Background: an optimization exercise with open tools, aiming at small area and a short achievable clock period. Do not read the settings as production practice.
The RTL was checked by simulation tests, not by an equivalence proof against the original design.
Power is estimated from default activity; no workload was simulated.

==> flow/design.v, too long to show whole: its modules and the start of the top module <==
// module simd_vector_mac: 4241 lines
module simd_vector_mac (
    input clk,
    input rst_n,
    input valid_i,
    input start_i,
    input last_i,
    input [63:0] A,
    input [63:0] B,
    output vector_mac_valid_o,
    output [37:0] vector_mac_data_o
);
  // ...
==> flow/flow/run.sh <==
#!/bin/bash
# Standard layout, with one netlist step between synthesis and floorplan: bubble2.py chooses the
# polarity of the full-adder cells, fa(~a,~b,~c) = ~fa(a,b,c), and of gates that have a
# complemented twin, so that the netlist needs fewer inverters. Registers are not touched.
# Port buffers are buf_1 cells instead of the delay cells buffer_ports picks by itself.
set -euo pipefail
R=$PWD/orfs/results/$FLOW_PLATFORM/simd_vector_mac/base
LIB=$FLOW_HOME/platforms/$FLOW_PLATFORM/lib/sky130_fd_sc_hd__tt_025C_1v80.lib
bash standard.sh "$R/1_2_yosys.v" > synth.log 2>&1
cp "$R/1_2_yosys.v" "$PWD/1_2_yosys_standard.v"
python3 flow/bubble2.py "$LIB" "$PWD/1_2_yosys_standard.v" "$R/1_2_yosys.v" > bubble.log 2>&1
export BUFFER_PORTS_ARGS="-buffer_cell sky130_fd_sc_hd__buf_1"
bash standard.sh finish > layout.log 2>&1
==> flow/flow/bubble2.py <==
#!/usr/bin/env python3
"""Choose the polarity of every full-adder cell in a flat sky130hd Yosys netlist so that the
netlist needs as few inverters as possible, then rebuild its inverters.

A full adder with all three inputs complemented gives both outputs complemented:
fa(~a, ~b, ~c) = (~sum, ~cout). Synthesis maps many adders in the inverted form and puts an
inverter on adder inputs and outputs. Here every inverter is taken out, each signal is traced to
its source with the parity of the inverters on the way, each adder gets a polarity (0: as it is,
1: all its pins complemented) from a local search, and one inverter is put back for each signal
that some pin needs complemented. Registers, ports and all other cells keep their function and
names; the netlist's function is unchanged.

Gates that have a complemented twin with the same inputs (nand2 and and2, o21ai and o21a, ...)
may also be swapped for their twin where that saves area, so that a signal can be had in either
polarity without an inverter.

usage: bubble2.py LIB IN.v OUT.v
"""
import random, re, sys

libtxt = open(sys.argv[1]).read()
LIB = {}
for m in re.finditer(r'cell\s*\(\s*"?(sky130_fd_sc_hd__\w+)"?\s*\)\s*\{', libtxt):
    nxt = libtxt.find("cell (", m.end())
    seg = libtxt[m.end(): nxt if nxt > 0 else len(libtxt)]
    area = float(re.search(r"area\s*:\s*([0-9.]+)", seg).group(1))
    pins = re.findall(r'pin\s*\(\s*"?(\w+)"?\s*\)\s*\{\s*[^}]*?direction\s*:\s*"?(\w+)"?', seg, re.S)
    LIB[m.group(1)] = (area, {p for p, d in pins if d == "input"}, [p for p, d in pins if d == "output"])
PAIRS = """and2 nand2 and3 nand3 and4 nand4 or2 nor2 or3 nor3 or4 nor4 xor2 xnor2 xor3 xnor3
and2b nand2b and3b nand3b and4b nand4b and4bb nand4bb or2b nor2b or3b nor3b or4b nor4b or4bb nor4bb
a21o a21oi a211o a211oi a2111o a2111oi a21bo a21boi a22o a22oi a221o a221oi a2bb2o a2bb2oi
a311o a311oi a31o a31oi a32o a32oi a41o a41oi o21a o21ai o211a o211ai o2111a o2111ai o21ba o21bai
o221a o221ai o22a o22ai o2bb2a o2bb2ai o311a o311ai o31a o31ai o32a o32ai o41a o41ai mux2 mux2i""".split()
TWIN = {}
for i in range(0, len(PAIRS), 2):
    TWIN[PAIRS[i]] = PAIRS[i + 1]
    TWIN[PAIRS[i + 1]] = PAIRS[i]
P = "sky130_fd_sc_hd__"


def twin_of(typ):
    """The complemented twin cell of typ (same drive if the library has it), or None."""
    mm = re.match(P + r"(\w+?)_(\d+)$", typ)
    if not mm or mm.group(1) not in TWIN or typ not in LIB:
        return None
    base = P + TWIN[mm.group(1)]
    for size in (mm.group(2), "1", "2", "0", "4"):
        t = f"{base}_{size}"
        if t in LIB and LIB[t][1] == LIB[typ][1] and len(LIB[t][2]) == 1 and len(LIB[typ][2]) == 1:
            return t
    return None


src = open(sys.argv[2]).read()
OUT_PINS = {"Y", "X", "SUM", "COUT", "Q", "Q_N", "HI", "LO"}
FA_IN = ("A", "B", "CIN")
INV = "sky130_fd_sc_hd__inv_1"

m = re.search(r"module\s+(\w+)\s*\((.*?)\);(.*)endmodule", src, re.S)
top, portlist, body = m.group(1), m.group(2), m.group(3)
decls, assigns, cells, order, ports = [], [], {}, [], set()
for st in re.split(r";\s*\n", body):
    s = st.strip()
    if not s:
        continue
    if re.match(r"(input|output|inout|wire)\b", s):
        decls.append(s + " ;")
        mm = re.match(r"(input|output|inout)\s+(\[[^\]]*\]\s*)?(\S+)", s)
        if mm:
            ports.add(mm.group(3))
        continue
    if s.startswith("assign"):
        assigns.append(s + " ;")
        continue
    mm = re.match(r"(\S+)\s+(\S+)\s*\((.*)\)\s*$", s, re.S)
    if not mm:
        raise SystemExit("cannot parse: " + s[:200])
    typ, name, conns = mm.groups()
    pins = {pm.group(1): pm.group(2).strip() for pm in re.finditer(r"\.(\w+)\(([^()]*)\)", conns)}
    cells[name] = [typ, pins]
    order.append(name)
if assigns:
    raise SystemExit("netlist has assign statements; not handled")


def is_port(net):
    return re.sub(r"\[\d+\]$", "", net) in ports


driver = {}
for c in order:
    for p, net in cells[c][1].items():
        if p in OUT_PINS:
            driver[net] = c

# removable inverters: every inverter whose output is not a port
inv = {c for c in order if cells[c][0].startswith(("sky130_fd_sc_hd__inv_", "sky130_fd_sc_hd__clkinv_"))
       and not is_port(cells[c][1]["Y"])}
fas = [c for c in order if cells[c][0].startswith("sky130_fd_sc_hd__fa_")]
fixed = {c for c in fas if any(is_port(cells[c][1][p]) for p in ("SUM", "COUT"))}
flip_ok = [c for c in fas if c not in fixed]


def root(net):
    par = 0
    while net in driver and driver[net] in inv:
        net = cells[driver[net]][1]["A"]
        par ^= 1
    return net, par


# loads: every input pin of a kept cell, as (root, parity)
loads = {}          # root -> list of (cell, pin, parity)
pinroot = {}        # (cell, pin) -> (root, parity)
for c in order:
    if c in inv:
        continue
    for p, net in cells[c][1].items():
        if p in OUT_PINS or net.startswith("1'"):
            continue
        r, q = root(net)
        loads.setdefault(r, []).append((c, p, q))
        pinroot[(c, p)] = (r, q)
# inverter outputs that reach nothing are dropped with the inverter

isfa = set(fas)
twin = {}
for c in order:
    if c in inv or c in isfa:
        continue
    t = twin_of(cells[c][0])
    if t and not any(is_port(n) for p, n in cells[c][1].items() if p in OUT_PINS):
        twin[c] = t
var = flip_ok + list(twin)
pol = {c: 0 for c in var}
INV_AREA = LIB[INV][0]
swap_cost = {c: LIB[t][0] - LIB[cells[c][0]][0] for c, t in twin.items()}


def avail(r):
    return pol.get(driver.get(r), 0)


def need(c, p, q):
    return q ^ (pol[c] if (c in isfa and p in FA_IN and c in pol) else 0)


def cost(r):
    a = avail(r)
    return INV_AREA if any(need(c, p, q) != a for (c, p, q) in loads.get(r, ())) else 0.0


def outs(c):
    return [n for p, n in cells[c][1].items() if p in OUT_PINS]


def touched(f):
    rs = set(outs(f))
    if f in isfa:
        for p in FA_IN:
            if (f, p) in pinroot:
                rs.add(pinroot[(f, p)][0])
    return rs


def own(f):
    return swap_cost.get(f, 0.0) * pol[f]


def total():
    return sum(cost(r) for r in loads) + sum(own(c) for c in twin)


start = total()
# Seed the search: adders joined sum/carry to input want p_g = p_f ^ parity; set them by a
# breadth-first walk over those joins, then try each connected group in both polarities.
adj = {f: [] for f in flip_ok}
for r, ls in loads.items():
    f = driver.get(r)
    if f not in adj:
        continue
    for (g, p, q) in ls:
        if g in adj and p in FA_IN and g != f:
            adj[f].append((g, q))
            adj[g].append((f, q))
seen = set()
groups = []
for s0 in flip_ok:
    if s0 in seen:
        continue
    seen.add(s0)
    comp_l = [s0]
    pol[s0] = 0
    queue = [s0]
    while queue:
        f = queue.pop()
        for g, q in adj[f]:
            if g not in seen:
                seen.add(g)
                pol[g] = pol[f] ^ q
                comp_l.append(g)
                queue.append(g)
    groups.append(comp_l)
seeded = total()
for comp_l in groups:
    before = total()
    for f in comp_l:
        pol[f] ^= 1
    if total() >= before:
        for f in comp_l:
            pol[f] ^= 1
if total() > start:
    for f in flip_ok:
        pol[f] = 0
start_seeded = total()
best, best_pol = start_seeded, dict(pol)
cur = start_seeded
rng = random.Random(1)
for it in range(80):
    rng.shuffle(var)
    improved = False
    for f in var:
        rs = touched(f)
        before = sum(cost(r) for r in rs) + own(f)
        pol[f] ^= 1
        after = sum(cost(r) for r in rs) + own(f)
        d = after - before
        if d < -1e-9 or (abs(d) < 1e-9 and rng.random() < 0.3):
            cur += d
            if d < -1e-9:
                improved = True
        else:
            pol[f] ^= 1
    if cur < best - 1e-9:
        best, best_pol = cur, dict(pol)
    if not improved and it > 30:
        break
pol = best_pol
for c, t in twin.items():
    if pol[c]:
        pins = cells[c][1]
        (op,) = [p for p in pins if p in OUT_PINS]
        net = pins.pop(op)
        pins[LIB[t][2][0]] = net
        cells[c][0] = t

# rebuild
newdecl, k = [], [0]
comp = {}


def complement(r):
    if r not in comp:
        k[0] += 1
        nn = f"_bubn{k[0]}_"
        newdecl.append(f"wire {nn};")
        ci = f"_bubinv{k[0]}_"
        cells[ci] = [INV, {"A": r, "Y": nn}]
        order.append(ci)
        comp[r] = nn
    return comp[r]


for c in list(order):
    if c in inv or c not in cells:
        continue
    typ, pins = cells[c]
    for p in list(pins):
        if (c, p) not in pinroot:
            continue
        r, q = pinroot[(c, p)]
        pins[p] = r if need(c, p, q) == avail(r) else complement(r)
for c in inv:
    del cells[c]

n_inv0 = len(inv)
sys.stderr.write(f"bubble2: {len(fas)} adders, {sum(pol[c] for c in flip_ok)} flipped, "
                 f"{sum(pol[c] for c in twin)} of {len(twin)} gates swapped for their twin, "
                 f"inverters {n_inv0} -> {len(comp)} (area cost {start:.1f}, seeded {start_seeded:.1f}, "
                 f"{len(groups)} groups, final {best:.1f})\n")

out = [f"module {top}({portlist});"]
out += ["  " + d for d in decls]
out += ["  " + d for d in newdecl]
for name in order:
    if name not in cells:
        continue
    typ, pins = cells[name]
    conn = ",\n".join(f"    .{p}({n}{' ' if n.startswith(chr(92)) else ''})" for p, n in pins.items())
    out.append(f"  {typ} {name} (\n{conn}\n  );")
out.append("endmodule")
open(sys.argv[3], "w").write("\n".join(out) + "\n")
==> flow/standard.sh <==
#!/bin/bash
# synth_recipe.tcl (not shown) runs the flow's synth.tcl, then flattens the netlist and writes it again
# the make line also repeats each setting of config.mk as NAME=value (left out here)
make -C /OpenROAD-flow-scripts/flow DESIGN_CONFIG=/design/flow/config.mk WORK_HOME=/design/flow/orfs CLKGATE_MAP_FILE= SYNTH_SCRIPT=/design/flow/synth_recipe.tcl "${@:-finish}"
==> flow/config.mk <==
export PLATFORM = sky130hd
export DESIGN_NAME = simd_vector_mac
export DESIGN_NICKNAME = simd_vector_mac
export VERILOG_FILES = /design/flow/design.v
export SDC_FILE = /design/flow/constraint.sdc
export NUM_CORES = 4
export LEC_CHECK = 0
export ABC_AREA = 1
export CAP_MARGIN = 20
export CORE_MARGIN = 2
export CORE_UTILIZATION = 40
export SETUP_SLACK_MARGIN = 1.8
export SLEW_MARGIN = 20
==> flow/constraint.sdc <==
create_clock -name core_clock -period 4.5 [get_ports {clk}]
set_input_delay 0.9000 -clock core_clock [delete_from_list [all_inputs] [get_ports {clk}]]
set_output_delay 0.9000 -clock core_clock [all_outputs]
set_load 0.01 [all_outputs]
==> run notes, run 1 <==
----------------------------------------------------
[Status]
  Run status ... finished clean

[Clocking]
  # clock sinks ... 484
  Number of buffers added by the clock tree synthesis step ... 55
  Worst-path clk slew ... 0.06 ns
  Postcts setup bufs ... 55
  CTS tree ... built
  Clock latency reported for the late side of the worst-skew pair ... 0.64 ns

[Timing]
  Post-route setup TNS ... 0 ns
  Final setup vio count ... 0
  Largest clock skew in the final design ... 0.0189 ns
  Shortest period the worst path allows ... 2.74 ns
  Worst hold margin ... 0.196 ns

[Drt]
  Antenna Violating Nets Remaining ... 0
  DR vias ... 27.3k
  Residual DRC ... 0
  Aggregate routed wire length ... 125000 um

[Synth]
  Post-synthesis net count ... 4391
  Cell Area, Synth ... 36000 um2

[Final layout]
  Signal buffers ... 333
  Largest registers ranked by flip-flop count ... acc_s (38), res_d (38), acc_c (37)
  Fraction of area in multi-input gates ... 59.6%
  Layout sequential cell count ... 484
  Count of inserted antenna diode cells ... 0
  Ratio of cells with drive above 1 in the final layout ... 19.7%
  Non-clock inverters ... 430
  Multi-input combinational cell count ... 2520

[Pwr]
  Clock power frac ... 13.1%
  Clock network power ... 0.00492 W
  Power density of the placed cells ... 878 nW/um2

[Global routing]
  GR Layer Usage met3 ... 3.66%
  Met1 track demand over resource ... 36.0%
  Global Route met2 Usage ... 41.9%
  Global-route wire length before repair ... 182000 um
  Pin count of the biggest net entering global routing ... 59
  Total congestion overflow ... 0

[Worst setup path]
  Crit path launch type ... primary input
  Total number of cells along the worst setup path ... 8
  Worst Setup EP ... t2_226
  CP Buf/Inv Count ... 1
  Endpoint arrival time on the critical path ... 3.32 ns

[Floorplan]
  Core Footprint ... 89600 um2
  Die outline width ... 304 um

[Placement]
  Port-buffer cells ... 171
  Cell count after placement ... 4821

----------------------------------------------------
==> inputs of run 2 (changes only) <==
--- a/flow/design.v
+++ b/flow/design.v
@@ -2007,21 +2007,16 @@
     logic t6_75;
     logic t6_76;
     logic t6_77;
     logic t6_78;
     logic t6_79;
     logic t6_80;
     logic t6_81;
     logic t6_82;
-    logic t6_83;
-    logic t6_84;
-    logic t6_85;
-    logic t6_86;
-    logic t6_87;
     wire s1643;
     wire c1644;
     wire s1645;
     wire c1646;
     wire s1647;
     wire c1648;
     wire s1649;
     wire c1650;
@@ -2094,16 +2089,81 @@
     wire s1717;
     wire c1718;
     wire s1719;
     wire c1720;
     wire s1721;
     wire c1722;
     wire s1723;
     wire c1724;
+    logic t9_0;
+    logic t9_1;
+    logic t9_2;
+    logic t9_3;
+    logic t9_4;
+    logic t9_5;
+    logic t9_6;
+    logic t9_7;
+    logic t9_8;
+    logic t9_9;
+    logic t9_10;
+    logic t9_11;
+    logic t9_12;
+    logic t9_13;
+    logic t9_14;
+    logic t9_15;
+    logic t9_16;
+    logic t9_17;
+    logic t9_18;
+    logic t9_19;
+    logic t9_20;
+    logic t9_21;
+    logic t9_22;
+    logic t9_23;
+    logic t9_24;
+    logic t9_25;
+    logic t9_26;
+    logic t9_27;
+    logic t9_28;
+    logic t9_29;
+    logic t9_30;
+    logic t9_31;
+    logic t9_32;
+    logic t9_33;
+    logic t9_34;
+    logic t9_35;
+    logic t9_36;
+    logic t9_37;
+    logic t9_38;
+    logic t9_39;
+    logic t9_40;
+    logic t9_41;
+    logic t9_42;
+    logic t9_43;
+    logic t9_44;
+    logic t9_45;
+    logic t9_46;
+    logic t9_47;
+    logic t9_48;
+    logic t9_49;
+    logic t9_50;
+    logic t9_51;
+    logic t9_52;
+    logic t9_53;
+    logic t9_54;
+    logic t9_55;
+    logic t9_56;
+    logic t9_57;
+    logic t9_58;
+    logic t9_59;
+    logic t9_60;
+    logic t9_61;
+    logic t9_62;
+    logic t9_63;
+    logic t9_64;
     wire [63:0] a_g = A;
     assign one1 = B[0] ^ 1'b0;
     assign two2 = (B[1] & ~B[0] & ~1'b0) | (~B[1] & B[0] & 1'b0);
     assign bp3 = ((one1 & a_g[0]) | (two2 & 1'b0)) ^ B[1];
     assign bp4 = ((one1 & a_g[1]) | (two2 & a_g[0])) ^ B[1];
     assign bp5 = ((one1 & a_g[2]) | (two2 & a_g[1])) ^ B[1];
     assign bp6 = ((one1 & a_g[3]) | (two2 & a_g[2])) ^ B[1];
     assign bp7 = ((one1 & a_g[4]) | (two2 & a_g[3])) ^ B[1];
@@ -3819,35 +3879,35 @@
     assign s1717 = t6_64 ^ t6_65 ^ c1670;
     assign c1718 = (t6_64 & t6_65) | (t6_64 & c1670) | (t6_65 & c1670);
     assign s1719 = t6_66 ^ t6_67;
     assign c1720 = t6_66 & t6_67;
     assign s1721 = t6_71 ^ t6_72;
     assign c1722 = t6_71 & t6_72;
     assign s1723 = t6_76 ^ t6_77;
     assign c1724 = t6_76 & t6_77;
-    wire [37:0] row0 = {t6_87, t6_86, t6_85, t6_84, t6_83, t6_82, s1675, t6_78, s1723, s1673, s1721, s1671, s1719, s1717, s1715, s1713, s1711, s1709, s1707, s1705, s1703, s1701, s1699, s1697, s1695, s1693, s1691, s1689, s1687, s1685, s1683, s1681, s1643, t6_5, t6_4, t6_3, t6_2, t6_0};
-    wire [37:0] row1 = {1'b0, 1'b0, 1'b0, 1'b0, 1'b0, c1676, 1'b0, c1724, c1674, c1722, c1672, c1720, c1718, c1716, c1714, c1712, c1710, c1708, c1706, c1704, c1702, c1700, c1698, c1696, c1694, c1692, c1690, c1688, c1686, c1684, c1682, c1644, 1'b0, 1'b0, 1'b0, 1'b0, 1'b0, t6_1};
-    logic [2:0] v_p, s_p, l_p;
-    logic [2:0] clr;   
+    wire [37:0] row0 = {t9_64, t9_63, t9_62, t9_61, t9_60, t9_58, t9_57, t9_55, t9_53, t9_51, t9_49, t9_47, t9_45, t9_43, t9_41, t9_39, t9_37, t9_35, t9_33, t9_31, t9_29, t9_27, t9_25, t9_23, t9_21, t9_19, t9_17, t9_15, t9_13, t9_11, t9_9, t9_7, t9_6, t9_5, t9_4, t9_3, t9_2, t9_0};
+    wire [37:0] row1 = {1'b0, 1'b0, 1'b0, 1'b0, 1'b0, t9_59, 1'b0, t9_56, t9_54, t9_52, t9_50, t9_48, t9_46, t9_44, t9_42, t9_40, t9_38, t9_36, t9_34, t9_32, t9_30, t9_28, t9_26, t9_24, t9_22, t9_20, t9_18, t9_16, t9_14, t9_12, t9_10, t9_8, 1'b0, 1'b0, 1'b0, 1'b0, 1'b0, t9_1};
+    logic [3:0] v_p, s_p, l_p;
+    logic [3:0] clr;   
     assign v_p[0] = valid_i;
     assign s_p[0] = valid_i & start_i;
     assign l_p[0] = valid_i & last_i;
     assign clr[0] = 1'b0;
     always_ff @(posedge clk or negedge rst_n)
         if (!rst_n) begin
-            v_p[2:1] <= '0;
-            s_p[2:1] <= '0;
-            l_p[2:1] <= '0;
-            clr[2:1] <= '1;
+            v_p[3:1] <= '0;
+            s_p[3:1] <= '0;
+            l_p[3:1] <= '0;
+            clr[3:1] <= '1;
         end else begin
-            v_p[2:1] <= v_p[1:0];
-            s_p[2:1] <= s_p[1:0];
-            l_p[2:1] <= l_p[1:0];
-            clr[2:1] <= clr[1:0];
+            v_p[3:1] <= v_p[2:0];
+            s_p[3:1] <= s_p[2:0];
+            l_p[3:1] <= l_p[2:0];
+            clr[3:1] <= clr[2:0];
         end
     always_ff @(posedge clk) begin
         t2_0 <= s1007;
         t2_1 <= B[49];
         t2_2 <= s1009;
         t2_3 <= c644;
         t2_4 <= c1008;
         t2_5 <= s1011;
@@ -4118,124 +4178,171 @@
         t2_270 <= c1000;
         t2_271 <= c1002;
         t2_272 <= c1244;
         t2_273 <= c1246;
         t2_274 <= s1249;
         t2_275 <= c1248;
         t2_276 <= c1006;
         t2_277 <= c1250;
-        t6_0 <= t2_0 & v_p[1];
-        t6_1 <= t2_1 & v_p[1];
-        t6_2 <= s1251 & v_p[1];
-        t6_3 <= s1415 & v_p[1];
-        t6_4 <= s1523 & v_p[1];
-        t6_5 <= s1595 & v_p[1];
-        t6_6 <= s1525 & v_p[1];
-        t6_7 <= c1420 & v_p[1];
-        t6_8 <= c1596 & v_p[1];
-        t6_9 <= s1527 & v_p[1];
-        t6_10 <= c1526 & v_p[1];
-        t6_11 <= s1529 & v_p[1];
-        t6_12 <= c1528 & v_p[1];
-        t6_13 <= s1597 & v_p[1];
-        t6_14 <= c1530 & v_p[1];
-        t6_15 <= s1599 & v_p[1];
-        t6_16 <= c1598 & v_p[1];
-        t6_17 <= s1601 & v_p[1];
-        t6_18 <= c1600 & v_p[1];
-        t6_19 <= s1603 & v_p[1];
-        t6_20 <= c1536 & v_p[1];
-        t6_21 <= c1538 & v_p[1];
-        t6_22 <= c1602 & v_p[1];
-        t6_23 <= s1605 & v_p[1];
-        t6_24 <= c1540 & v_p[1];
-        t6_25 <= c1604 & v_p[1];
-        t6_26 <= s1607 & v_p[1];
-        t6_27 <= c1542 & v_p[1];
-        t6_28 <= c1606 & v_p[1];
-        t6_29 <= s1609 & v_p[1];
-        t6_30 <= c1546 & v_p[1];
-        t6_31 <= c1608 & v_p[1];
-        t6_32 <= s1611 & v_p[1];
-        t6_33 <= c1550 & v_p[1];
-        t6_34 <= c1610 & v_p[1];
-        t6_35 <= s1613 & v_p[1];
-        t6_36 <= s1615 & v_p[1];
-        t6_37 <= c1612 & v_p[1];
-        t6_38 <= s1617 & v_p[1];
-        t6_39 <= c1556 & v_p[1];
-        t6_40 <= c1558 & v_p[1];
-        t6_41 <= c1614 & v_p[1];
-        t6_42 <= c1616 & v_p[1];
-        t6_43 <= s1619 & v_p[1];
-        t6_44 <= s1621 & v_p[1];
-        t6_45 <= c1618 & v_p[1];
-        t6_46 <= s1623 & v_p[1];
-        t6_47 <= c1564 & v_p[1];
-        t6_48 <= c1566 & v_p[1];
-        t6_49 <= c1620 & v_p[1];
-        t6_50 <= c1622 & v_p[1];
-        t6_51 <= s1625 & v_p[1];
-        t6_52 <= c1570 & v_p[1];
-        t6_53 <= c1624 & v_p[1];
-        t6_54 <= s1627 & v_p[1];
-        t6_55 <= c1574 & v_p[1];
-        t6_56 <= c1626 & v_p[1];
-        t6_57 <= s1629 & v_p[1];
-        t6_58 <= c1576 & v_p[1];
-        t6_59 <= c1578 & v_p[1];
-        t6_60 <= c1628 & v_p[1];
-        t6_61 <= s1631 & v_p[1];
-        t6_62 <= c1580 & v_p[1];
-        t6_63 <= c1630 & v_p[1];
-        t6_64 <= s1633 & v_p[1];
-        t6_65 <= c1632 & v_p[1];
-        t6_66 <= s1635 & v_p[1];
-        t6_67 <= c1634 & v_p[1];
-        t6_68 <= s1637 & v_p[1];
-        t6_69 <= c1586 & v_p[1];
-        t6_70 <= c1636 & v_p[1];
-        t6_71 <= s1639 & v_p[1];
-        t6_72 <= c1638 & v_p[1];
-        t6_73 <= s1591 & v_p[1];
-        t6_74 <= c1590 & v_p[1];
-        t6_75 <= c1640 & v_p[1];
-        t6_76 <= s1593 & v_p[1];
-        t6_77 <= c1592 & v_p[1];
-        t6_78 <= s1641 & v_p[1];
-        t6_79 <= s1413 & v_p[1];
-        t6_80 <= c1522 & v_p[1];
-        t6_81 <= c1642 & v_p[1];
-        t6_82 <= c1414 & v_p[1];
-        t6_83 <= v_p[1];
-        t6_84 <= v_p[1];
-        t6_85 <= v_p[1];
-        t6_86 <= v_p[1];
-        t6_87 <= v_p[1];
+        t6_0 <= t2_0;
+        t6_1 <= t2_1;
+        t6_2 <= s1251;
+        t6_3 <= s1415;
+        t6_4 <= s1523;
+        t6_5 <= s1595;
+        t6_6 <= s1525;
+        t6_7 <= c1420;
+        t6_8 <= c1596;
+        t6_9 <= s1527;
+        t6_10 <= c1526;
+        t6_11 <= s1529;
+        t6_12 <= c1528;
+        t6_13 <= s1597;
+        t6_14 <= c1530;
+        t6_15 <= s1599;
+        t6_16 <= c1598;
+        t6_17 <= s1601;
+        t6_18 <= c1600;
+        t6_19 <= s1603;
+        t6_20 <= c1536;
+        t6_21 <= c1538;
+        t6_22 <= c1602;
+        t6_23 <= s1605;
+        t6_24 <= c1540;
+        t6_25 <= c1604;
+        t6_26 <= s1607;
+        t6_27 <= c1542;
+        t6_28 <= c1606;
+        t6_29 <= s1609;
+        t6_30 <= c1546;
+        t6_31 <= c1608;
+        t6_32 <= s1611;
+        t6_33 <= c1550;
+        t6_34 <= c1610;
+        t6_35 <= s1613;
+        t6_36 <= s1615;
+        t6_37 <= c1612;
+        t6_38 <= s1617;
+        t6_39 <= c1556;
+        t6_40 <= c1558;
+        t6_41 <= c1614;
+        t6_42 <= c1616;
+        t6_43 <= s1619;
+        t6_44 <= s1621;
+        t6_45 <= c1618;
+        t6_46 <= s1623;
+        t6_47 <= c1564;
+        t6_48 <= c1566;
+        t6_49 <= c1620;
+        t6_50 <= c1622;
+        t6_51 <= s1625;
+        t6_52 <= c1570;
+        t6_53 <= c1624;
+        t6_54 <= s1627;
+        t6_55 <= c1574;
+        t6_56 <= c1626;
+        t6_57 <= s1629;
+        t6_58 <= c1576;
+        t6_59 <= c1578;
+        t6_60 <= c1628;
+        t6_61 <= s1631;
+        t6_62 <= c1580;
+        t6_63 <= c1630;
+        t6_64 <= s1633;
+        t6_65 <= c1632;
+        t6_66 <= s1635;
+        t6_67 <= c1634;
+        t6_68 <= s1637;
+        t6_69 <= c1586;
+        t6_70 <= c1636;
+        t6_71 <= s1639;
+        t6_72 <= c1638;
+        t6_73 <= s1591;
+        t6_74 <= c1590;
+        t6_75 <= c1640;
+        t6_76 <= s1593;
+        t6_77 <= c1592;
+        t6_78 <= s1641;
+        t6_79 <= s1413;
+        t6_80 <= c1522;
+        t6_81 <= c1642;
+        t6_82 <= c1414;
+        t9_0 <= t6_0 & v_p[2];
+        t9_1 <= t6_1 & v_p[2];
+        t9_2 <= t6_2 & v_p[2];
+        t9_3 <= t6_3 & v_p[2];
+        t9_4 <= t6_4 & v_p[2];
+        t9_5 <= t6_5 & v_p[2];
+        t9_6 <= s1643 & v_p[2];
+        t9_7 <= s1681 & v_p[2];
+        t9_8 <= c1644 & v_p[2];
+        t9_9 <= s1683 & v_p[2];
+        t9_10 <= c1682 & v_p[2];
+        t9_11 <= s1685 & v_p[2];
+        t9_12 <= c1684 & v_p[2];
+        t9_13 <= s1687 & v_p[2];
+        t9_14 <= c1686 & v_p[2];
+        t9_15 <= s1689 & v_p[2];
+        t9_16 <= c1688 & v_p[2];
+        t9_17 <= s1691 & v_p[2];
+        t9_18 <= c1690 & v_p[2];
+        t9_19 <= s1693 & v_p[2];
+        t9_20 <= c1692 & v_p[2];
+        t9_21 <= s1695 & v_p[2];
+        t9_22 <= c1694 & v_p[2];
+        t9_23 <= s1697 & v_p[2];
+        t9_24 <= c1696 & v_p[2];
+        t9_25 <= s1699 & v_p[2];
+        t9_26 <= c1698 & v_p[2];
+        t9_27 <= s1701 & v_p[2];
+        t9_28 <= c1700 & v_p[2];
+        t9_29 <= s1703 & v_p[2];
+        t9_30 <= c1702 & v_p[2];
+        t9_31 <= s1705 & v_p[2];
+        t9_32 <= c1704 & v_p[2];
+        t9_33 <= s1707 & v_p[2];
+        t9_34 <= c1706 & v_p[2];
+        t9_35 <= s1709 & v_p[2];
+        t9_36 <= c1708 & v_p[2];
+        t9_37 <= s1711 & v_p[2];
+        t9_38 <= c1710 & v_p[2];
+        t9_39 <= s1713 & v_p[2];
+        t9_40 <= c1712 & v_p[2];
+        t9_41 <= s1715 & v_p[2];
+        t9_42 <= c1714 & v_p[2];
+        t9_43 <= s1717 & v_p[2];
+        t9_44 <= c1716 & v_p[2];
+        t9_45 <= s1719 & v_p[2];
+        t9_46 <= c1718 & v_p[2];
+        t9_47 <= s1671 & v_p[2];
+        t9_48 <= c1720 & v_p[2];
+        t9_49 <= s1721 & v_p[2];
+        t9_50 <= c1672 & v_p[2];
+        t9_51 <= s1673 & v_p[2];
+        t9_52 <= c1722 & v_p[2];
+        t9_53 <= s1723 & v_p[2];
+        t9_54 <= c1674 & v_p[2];
+        t9_55 <= t6_78 & v_p[2];
+        t9_56 <= c1724 & v_p[2];
+        t9_57 <= s1675 & v_p[2];
+        t9_58 <= t6_82 & v_p[2];
+        t9_59 <= c1676 & v_p[2];
+        t9_60 <= v_p[2];
+        t9_61 <= v_p[2];
+        t9_62 <= v_p[2];
+        t9_63 <= v_p[2];
+        t9_64 <= v_p[2];
     end
-    logic [37:0] acc_s, acc_c;
-    wire          acc_zero = s_p[2] | clr[2];
-    wire [37:0] as_g = acc_zero ? '0 : acc_s;
-    wire [37:0] ac_g = acc_zero ? '0 : acc_c;
-    wire [37:0] x_s = as_g ^ ac_g ^ row0;
-    wire [37:0] x_c = ((as_g & ac_g) | (as_g & row0) | (ac_g & row0)) << 1;
-    wire [37:0] y_s = x_s ^ x_c ^ row1;
-    wire [37:0] y_c = ((x_s & x_c) | (x_s & row1) | (x_c & row1)) << 1;
-    always_ff @(posedge clk) begin
-        acc_s <= y_s;
-        acc_c <= y_c;
-    end
-    logic [37:0] res_d;
-    logic res_v, out_v;
-    always_ff @(posedge clk or negedge rst_n)
-        if (!rst_n) begin
-            res_v <= 1'b0;
-            out_v <= 1'b0;
-        end else begin
-            res_v <= l_p[2];
-            out_v <= res_v;
-        end
+    logic [37:0] acc;
+    logic res_v;
+    wire          acc_zero = s_p[3] | clr[3];
+    wire [37:0] acc_g = acc_zero ? '0 : acc;
+    wire [37:0] x_s = acc_g ^ row0 ^ row1;
+    wire [37:0] x_c = ((acc_g & row0) | (acc_g & row1) | (row0 & row1)) << 1;
     always_ff @(posedge clk)
-        res_d <= acc_s + acc_c;
-    assign vector_mac_valid_o = out_v;
-    assign vector_mac_data_o = res_d;
+        acc <= x_s + x_c;
+    always_ff @(posedge clk or negedge rst_n)
+        if (!rst_n) res_v <= 1'b0;
+        else        res_v <= l_p[3];
+    assign vector_mac_valid_o = res_v;
+    assign vector_mac_data_o = acc;
 endmodule
==> flow/flow/run.sh (replaced) <==
#!/bin/bash
# Standard layout, with one netlist step between synthesis and floorplan: bubble2.py chooses the
# polarity of the full-adder cells, fa(~a,~b,~c) = ~fa(a,b,c), and of gates that have a
# complemented twin, so that the netlist needs fewer inverters. Registers are not touched.
set -euo pipefail
R=$PWD/orfs/results/$FLOW_PLATFORM/simd_vector_mac/base
LIB=$FLOW_HOME/platforms/$FLOW_PLATFORM/lib/sky130_fd_sc_hd__tt_025C_1v80.lib
bash standard.sh "$R/1_2_yosys.v" > synth.log 2>&1
cp "$R/1_2_yosys.v" "$PWD/1_2_yosys_standard.v"
python3 flow/bubble2.py "$LIB" "$PWD/1_2_yosys_standard.v" "$R/1_2_yosys.v" > bubble.log 2>&1
bash standard.sh finish > layout.log 2>&1
==> flow/config.mk (replaced) <==
export PLATFORM = sky130hd
export DESIGN_NAME = simd_vector_mac
export DESIGN_NICKNAME = simd_vector_mac
export VERILOG_FILES = /design/flow/design.v
export SDC_FILE = /design/flow/constraint.sdc
export NUM_CORES = 4
export LEC_CHECK = 0
export CAP_MARGIN = 20
export CORE_MARGIN = 2
export CORE_UTILIZATION = 40
export SETUP_SLACK_MARGIN = 1.9
export SLEW_MARGIN = 20
==> run 2 against run 1 <==
- still clean
- combinational power down 19%
- via count grew 51%
- clock skew is 0.038 ns higher
- critical endpoint is now acc[24]
- largest power group unchanged
==> run notes, run 2 <==
----------------------------------------------------
[Worst setup path]
  Start point of the critical path ... clr[3]
  Cell occurring most often along the worst timing path ... sky130_fd_sc_hd__ha_1
  Ordered cell list for the critical path ... nor2_4 -> buf_12 -> clkbuf_16 -> and2_1 -> ha_1 -> ha_1 -> a21oi_1 -> o21ai_2 -> a211oi_4 -> o21a_4 -> or2_4 -> nand2_2 -> a311o_2 -> inv_2 -> xnor2_1
  CP Buf/Inv Count ... 3 (+2)
  Critical Path Slowest Stage Cell ... sky130_fd_sc_hd__dfstp_2
  Depth of the worst register-to-register path ... 15
  Crit Reg-Reg Endpoint ... acc[24]
  Total number of cells along the worst setup path ... 15 (+7)
  Cell class contributing the biggest share of worst-path delay ... compound AO/OA/AOI/OAI gates
  Required arrival time at the worst endpoint ... 5.04 ns
  Endpoint arrival time on the critical path ... 3.93 ns (+0.61 ns)
  Worst Setup EP ... acc[24]
  Worst Setup Path Type ... flop to flop
  Reg2Reg Setup Slack ... 1.12 ns
  Crit path launch type ... flop
  Biggest fanout along the worst timing path ... 6
  Max stage delay on crit path ... 0.54 ns
  Startpoint of the lowest-slack register-to-register path ... clr[3]
  Element type at the critical path end ... flop

[Pwr]
  Switching part of the total power ... 43.7%
  Static leakage ... 21.0 nW
  Fraction of power consumed by sequential logic ... 24.8%
  Internal power of the cells ... 0.0182 W
  Maximum vdd drop ... 0.646 mV
  Power density of the placed cells ... 576 nW/um2 (-34%)
  Clock power frac ... 13.5% (+0.4 points)
  Comb power frac ... 61.7%
  Power dissipated by switching net loads ... 0.0141 W
  Overall power of the completed layout ... 0.0323 W

[Final layout]
  Register name with the most flops ... acc
  Final standard cell utilization of the core ... 52.3%
  Synth-to-Final Area Change ... 29.6%
  Fillers ... 9582
  Most frequent standard cell in the layout excluding fill and tap cells ... sky130_fd_sc_hd__nand2_1
  Highest-count cells in the layout ignoring fill and taps ... 495 x sky130_fd_sc_hd__nand2_1, 484 x sky130_fd_sc_hd__a21oi_1, 418 x sky130_fd_sc_hd__dfxtp_1, 337 x sky130_fd_sc_hd__nor2_1, 315 x sky130_fd_sc_hd__buf_4
  Finished Layout Cells ... 6651
  Count of inserted antenna diode cells ... 0 (unchanged)
  Ratio of cells with drive above 1 in the final layout ... 29.6% (+9.8 points)
  Number of nets in the layout ... 5936
  Number of flip-flops under the largest register name ... 38

[Clocking]
  Cell chosen for the clock root ... sky130_fd_sc_hd__clkbuf_16
  Hold buffers post-CTS ... 0
  Max Root-Sink Buffers ... 3
  Worst-path clk slew ... 0.06 ns (about the same)
  CTS tree ... built
  # clock sinks ... 472 (-2.5%)
  Clock latency reported for the late side of the worst-skew pair ... 0.63 ns (about the same)
  Number of buffers added by the clock tree synthesis step ... 49 (-11%)
  Count of H-tree levels built during CTS ... 2

[Timing]
  Slew at the pin closest to its max-slew limit ... 0.948 ns
  Shortest period the worst path allows ... 3.38 ns (+0.645 ns)
  Post-route setup TNS ... 0 ns (unchanged)
  Worst hold margin ... 0.325 ns (+0.129 ns)
  Max Fclk ... 0.296 GHz
  Final-report max-slew violation count ... 0
  Final setup vio count ... 0 (unchanged)
  Unrepaired setup endpoints after global routing ... yes
  Endpoints failing hold ... 0
  Relative max-transition margin ... 36.1%
  Largest clock skew in the final design ... 0.0572 ns (+0.0383 ns)
  Fin crit share ... 75.2%

[Placement]
  Post-detailed-placement half-perimeter wirelength ... 126000 um
  Port-buffer cells ... 171 (unchanged)
  Cell count after placement ... 6282 (+30%)
  Final RePlAce weighted congestion ... 0.990

[Min path]
  Worst min-delay path class ... flop to flop

[Drt]
  Post-detailed-route wirelength per cell ... 27.0 um
  Aggregate routed wire length ... 179000 um (+43%)
  Residual DRC ... 0 (unchanged)
  DR vias ... 41.1k (+51%)
  Mean number of vias per cell ... 6.18
  Antenna Violating Nets Remaining ... 0 (unchanged)
  Number of violations reported at the end of detailed-routing iteration 0 ... 5474
  Pre-Repair DR Iteration Count ... 8

[Global routing]
  Pin count of the biggest net entering global routing ... 83 (+41%)
  Initial antenna violation count ... 3
  Tot GR Track Use ... 30.8%
  Total congestion overflow ... 0 (unchanged)
  Number of global-route vias before repair ... 37.3k
  Global-route wire length before repair ... 255000 um (+40%)

[Status]
  Run status ... finished clean

[Job]
  Count of max-cap constraint violations ... 0

[Floorplan]
  Core Footprint ... 107000 um2 (+19%)
  Die outline width ... 333 um (+9.4%)
  Number of placement rows ... 120
  Starting density of the core ... 40.4%
  Floorplan die area ... 111000 um2
  Die Ht ... 333 um
  # IOs ... 172

[Synth]
  Cell Area, Synth ... 43200 um2 (+20%)
  Count of warnings emitted by yosys ... 1
  Post-synthesis area per instance ... 8.53 um2
  Post-synthesis net count ... 5792 (+32%)
  Syn Inst Count ... 5067

----------------------------------------------------
## run 2: changes by cell type in the layout (fill, tap and decap cells not counted), moves of 116 or more
cell / delta
sky130_fd_sc_hd__fa_1: -133
sky130_fd_sc_hd__a21oi_1: +423
sky130_fd_sc_hd__maj3_1: +116
sky130_fd_sc_hd__buf_1: -153
sky130_fd_sc_hd__o22ai_1: -162
sky130_fd_sc_hd__nor2_1: +151
sky130_fd_sc_hd__inv_1: -303
sky130_fd_sc_hd__o21ai_0: +149
sky130_fd_sc_hd__buf_4: +189
sky130_fd_sc_hd__nand2_1: +180
sky130_fd_sc_hd__xor2_1: -267
## run 2: metrics by stage
step | area, um2 | worst slack, ns
finish | 56000 | 1.12
global placement | 48400 | 0.477
detailed placement | 48400 | 0.436
floorplan | 47500 | 1.23
global route | 56000 | 1.00
CTS | 54500 | 1.15
## run 2: routing by layer
metal	global-route usage, %	part of all wire, %	routed length [um]
met5	0	0.0067	12
met4	12.0	5.3	9590
met3	4.45	9.3	16800
met2	48.9	45	80800
met1	42.3	40	72300
## run 2: power groups by stage
stage	Combinational [W]	Sequential, W	Clock, W
5_1_grt	0.0218	0.00808	0.00456
3_5_place_dp	0.0184	0.00803	0
6_report	0.0199	0.00800	0.00436
2_1_floorplan	0.0119	0.00732	0
3_3_place_gp	0.0180	0.00802	0
4_1_cts	0.0193	0.00796	0.00440
## run 2: area by class of cell
type | instances | area, um2 | share of cell area (%)
repair buffers | 687 | 7880 | 14.1
well taps | 1403 | 1760 | 3.13
multi-input cells | 3887 | 34600 | 61.7
flip-flops and latches | 472 | 9570 | 17.1
clock buffers | 59 | 1340 | 2.38
repair inverters | 1 | 7.51 | 0.0134
inverters | 113 | 527 | 0.940
clock inverters | 29 | 397 | 0.708
## run 2: worst register-to-register path, stage by stage, from the launching register on
cell and delay [ns]:
sky130_fd_sc_hd__dfstp_2 0.54, sky130_fd_sc_hd__nor2_4 0.05, sky130_fd_sc_hd__buf_12 0.13, sky130_fd_sc_hd__clkbuf_16 0.15
sky130_fd_sc_hd__and2_1 0.16, sky130_fd_sc_hd__ha_1 0.32, sky130_fd_sc_hd__ha_1 0.31, sky130_fd_sc_hd__a21oi_1 0.26
sky130_fd_sc_hd__o21ai_2 0.14, sky130_fd_sc_hd__a211oi_4 0.30, sky130_fd_sc_hd__o21a_4 0.23, sky130_fd_sc_hd__or2_4 0.15
sky130_fd_sc_hd__nand2_2 0.08, sky130_fd_sc_hd__a311o_2 0.34, sky130_fd_sc_hd__inv_2 0.06, sky130_fd_sc_hd__xnor2_1 0.09
## run 2: worst min path at each step
| stage | start | to | cells after the start | slack, ns |
|---|---|---|---|---|
| after floorplan | t2_0 | t6_0 | 0 | 0.31 |
| after global placement | t2_0 | t6_0 | 0 | 0.31 |
| after detailed placement | t2_0 | t6_0 | 0 | 0.31 |
| final | t2_0 | t6_0 | 0 | 0.33 |
| after CTS | t2_1 | t6_1 | 0 | 0.33 |
| after global routing | t2_1 | t6_1 | 0 | 0.33 |
## run 2: what timing repair did
item                       CTS  global route
resized for setup          811           354
setup buffers              148            67
setup endpoints to repair  297           158
gates cloned                47            19
pin swaps                  102           126

==> afterwards: timing with drivers on the ports <==
No port has a modelled driver above. Below, the same layouts with a new extraction and two added sets of constraints. Step 1 assumes that a clkbuf_16 drives the clock port and a buf_2 every other input. Step 2 adds t to the input delays and takes it off the output delays; t is the mean of the earliest and latest rising clock arrival at the registers after step 1. Input paths then give back, and output paths get back, about the clock's delay inside the block. Slacks: ideal ports / drivers / drivers and shift; pairs: ideal ports / drivers.
run | shift t [ns] | setup WS [ns] | worst data-port slew with drivers (ns) | pins driven straight from the clock port
run 1 | 0.691 | 1.763 / 1.774 / 1.114 | 0.09 | 1
run 2 | 0.666 | 1.118 / 1.118 / 1.118 | 0.20 | 1
After both steps setup and hold are still met in every run listed. For run 1, which loses most, drivers alone change the setup slack by +0.011 ns; drivers and shift together by -0.649 ns.
